Context: an optimization exercise on an open-source flow, tuned for small area and a short achievable clock period. The choices shown serve that exercise and are no tape-out recipe. Only simulation tests tie the RTL to the original design; equivalence was not proved. The flow treats the clock pin as an ideal source, which a real chip does not have. Power is estimated from default activity; no workload was simulated.

## multiple_add
module multiple_add
  #(
    parameter int DATA_WIDTH=32,
    parameter int NUM_ADDERS=64
    )
   (
    input logic 		 clk,
    input logic 		 rst,
    input logic [DATA_WIDTH-1:0] in,
    output logic [NUM_ADDERS*DATA_WIDTH-1:0] out
    );
Size in the first run: ~2100 I/O pins.
clock: 5.0 ns
lec_check: 0
cap_margin: 20
core_area: 5 5 675 315
die_area: 0 0 680 320
place_density: 0.3
setup_slack_margin: 1.8
slew_margin: 20
synth_hierarchical: 1
standard.sh (not shown) runs the stock make flow with config.mk's settings and CLKGATE_MAP_FILE= SYNTH_SCRIPT=/design/flow/synth_recipe.tcl, a recipe that flattens the netlist after the stock synthesis.
==> flow/flow/run.sh <==
#!/bin/bash
# The standard layout, with these changes:
# - the port buffers are made of the smallest buffer (sky130_fd_sc_hd__buf_1)
#   instead of the one buffer_ports picks by default;
# - flow/dont_use.tcl, run at the start of each step that resizes, keeps the
#   per-bit output gates (o22ai) at their smallest size;
# - flow/pin_groups.tcl, run before pin placement, keeps each sum's 32 output
#   pins together, and puts the data pins on the top and bottom edges
#   (vertical met2 pins) and the clock pin alone on the left edge;
# - pins may sit one routing track apart instead of two, so that the 2082
#   pins fit on a smaller die.
set -euo pipefail
cd "$(dirname "$0")/.."
hook="$PWD/flow/dont_use.tcl"
bash standard.sh "BUFFER_PORTS_ARGS=-buffer_cell sky130_fd_sc_hd__buf_1" \
     "PRE_FLOORPLAN_TCL=$hook" "PRE_GLOBAL_PLACE_TCL=$hook" "PRE_RESIZE_TCL=$hook" \
     "PRE_DETAIL_PLACE_TCL=$hook" "PRE_CTS_TCL=$hook" "PRE_GLOBAL_ROUTE_TCL=$hook" \
     "PRE_IO_PLACEMENT_TCL=$PWD/flow/pin_groups.tcl" \
     "PLACE_PINS_ARGS=-min_distance 1 -min_distance_in_tracks" \
     finish > make_finish.log 2>&1
==> flow/flow/dont_use.tcl <==
# Keep the per-bit output gates (o22ai) at their smallest size: timing repair
# may not upsize them, so it reworks the nets that fan out to them instead.
set_dont_use {sky130_fd_sc_hd__o22ai_2 sky130_fd_sc_hd__o22ai_4}
==> flow/flow/pin_groups.tcl <==
# Keep the 32 bits of each sum together, in bit order: sums 0..31 on the
# bottom edge and 32..63 on the top edge; the data and reset inputs split
# the same way, and the clock alone on the left edge.
for {set i 0} {$i < 64} {incr i} {
  set names {}
  for {set j 0} {$j < 32} {incr j} { lappend names "out\[[expr {$i*32+$j}]\]" }
  set edge [expr {$i < 32 ? "bottom" : "top"}]
  set_io_pin_constraint -pin_names $names -region $edge:* -group -order
}
set lo {}; set hi {}
for {set j 0} {$j < 16} {incr j} { lappend lo "in\[$j\]"; lappend hi "in\[[expr {$j+16}]\]" }
set_io_pin_constraint -pin_names $lo -region bottom:*
set_io_pin_constraint -pin_names [concat $hi rst] -region top:*
set_io_pin_constraint -pin_names clk -region left:*
Then changed:
--- a/flow/flow/run.sh
+++ b/flow/flow/run.sh
@@ -8,4 +8 @@
-#   pins together, and puts the data pins on the top and bottom edges
-#   (vertical met2 pins) and the clock pin alone on the left edge;
-# - pins may sit one routing track apart instead of two, so that the 2082
-#   pins fit on a smaller die.
+#   pins together on the die's edge.
@@ -19 +15,0 @@
-     "PLACE_PINS_ARGS=-min_distance 1 -min_distance_in_tracks" \
==> flow/flow/pin_groups.tcl (replaced) <==
# Keep the 32 bits of each sum together, in bit order, on the die's edge:
# the pins of one sum then share one neighbourhood, and the nets that are
# per sum (its carry select) stay short.
for {set i 0} {$i < 64} {incr i} {
  set names {}
  for {set j 0} {$j < 32} {incr j} { lappend names "out\[[expr {$i*32+$j}]\]" }
  set_io_pin_constraint -group -order -pin_names $names
}
Settings changed: CORE_AREA 5 5 675 315 to 10 10 710 710, DIE_AREA 0 0 680 320 to 0 0 720 720.
After rerunning:
- The changed run completed without violations
- routed wire length is higher by about 65%
- count of clock-buffer cells in the layout goes up by 23
- combinational power climbs by 28%
- final area came out higher by 37%
- clock power rises by about 55%
- flip-flop and latch count stays the same
- critical path depth grows by 2
- die area increases by about 140%
- setup slack is worse by 0.23 ns
Then changed:
--- a/flow/flow/run.sh
+++ b/flow/flow/run.sh
@@ -8 +8,4 @@
-#   pins together on the die's edge.
+#   pins together, and puts the data pins on the top and bottom edges
+#   (vertical met2 pins) and the clock pin alone on the left edge;
+# - pins may sit one routing track apart instead of two, so that the 2082
+#   pins fit on a smaller die.
@@ -15,0 +19 @@
+     "PLACE_PINS_ARGS=-min_distance 1 -min_distance_in_tracks" \
==> flow/flow/pin_groups.tcl (replaced) <==
# Keep the 32 bits of each sum together, in bit order: sums 0..31 on the
# bottom edge and 32..63 on the top edge; the data and reset inputs split
# the same way, and the clock alone on the left edge.
for {set i 0} {$i < 64} {incr i} {
  set names {}
  for {set j 0} {$j < 32} {incr j} { lappend names "out\[[expr {$i*32+$j}]\]" }
  set edge [expr {$i < 32 ? "bottom" : "top"}]
  set_io_pin_constraint -pin_names $names -region $edge:* -group -order
}
set lo {}; set hi {}
for {set j 0} {$j < 16} {incr j} { lappend lo "in\[$j\]"; lappend hi "in\[[expr {$j+16}]\]" }
set_io_pin_constraint -pin_names $lo -region bottom:*
set_io_pin_constraint -pin_names [concat $hi rst] -region top:*
set_io_pin_constraint -pin_names clk -region left:*
Settings changed: CORE_AREA 10 10 710 710 to 5 5 635 315, DIE_AREA 0 0 720 720 to 0 0 640 320.
The changed run ran to the end with no violations.
Final cell count falls by 37%.
Non-clock buffer count falls by 305.
Maximum frequency rises by about 6%.
Area after synthesis stays the same.
Critical path depth falls by 1.
Worst setup slack is better by 0.19 ns.
Worst hold slack is better by 0.16 ns.
Core utilization rises by 7.9 points.
Total power falls by 26%.
Combinational power falls by 24%.
Clock-buffer cell count falls by 24.
Then changed:
Settings changed: CORE_AREA 5 5 635 315 to 5 5 675 315, DIE_AREA 0 0 640 320 to 0 0 680 320, SETUP_SLACK_MARGIN 1.8 to 2.1.
=> Global-route usage climbs by 0.98 points. Critical path depth stays the same. Cell count climbs by 7.8%. Final area came out higher by 18%. Die area went up by 6.3%. Non-clock buffer count went up by 247. First-iteration DRC count is higher by 46%.

-- re-timing with driven ports --
The flow's constraints put no driver on any port. The routed layouts listed below were extracted and timed again, unchanged, in two steps.
Step 1, drivers: a clkbuf_16 drives clk and a buf_2 each remaining input, both assumed.
Step 2 also shifts input and output timing later by t, the mid clock arrival at the registers, as if the neighbouring blocks saw the same clock.
Three values: ideal ports, drivers, drivers and shift; two values: the first two.
run	t, ns	setup WS [ns]	hold WS [ns]	worst setup path at the end	worst data-port slew with drivers (ns)
the first run	0.701	1.821 / 1.744 / 2.240	0.348 / 0.348 / 0.348	register to register	0.21
the second run	0.828	1.595 / 1.493 / 1.956	0.178 / 0.127 / 0.334	register to register	0.34
the third run	0.681	1.784 / 1.701 / 2.164	0.343 / 0.343 / 0.343	register to register	0.30
the fourth run	0.687	1.920 / 1.839 / 2.209	0.346 / 0.334 / 0.349	register to register	0.32
After both steps setup and hold are still met in every run listed.
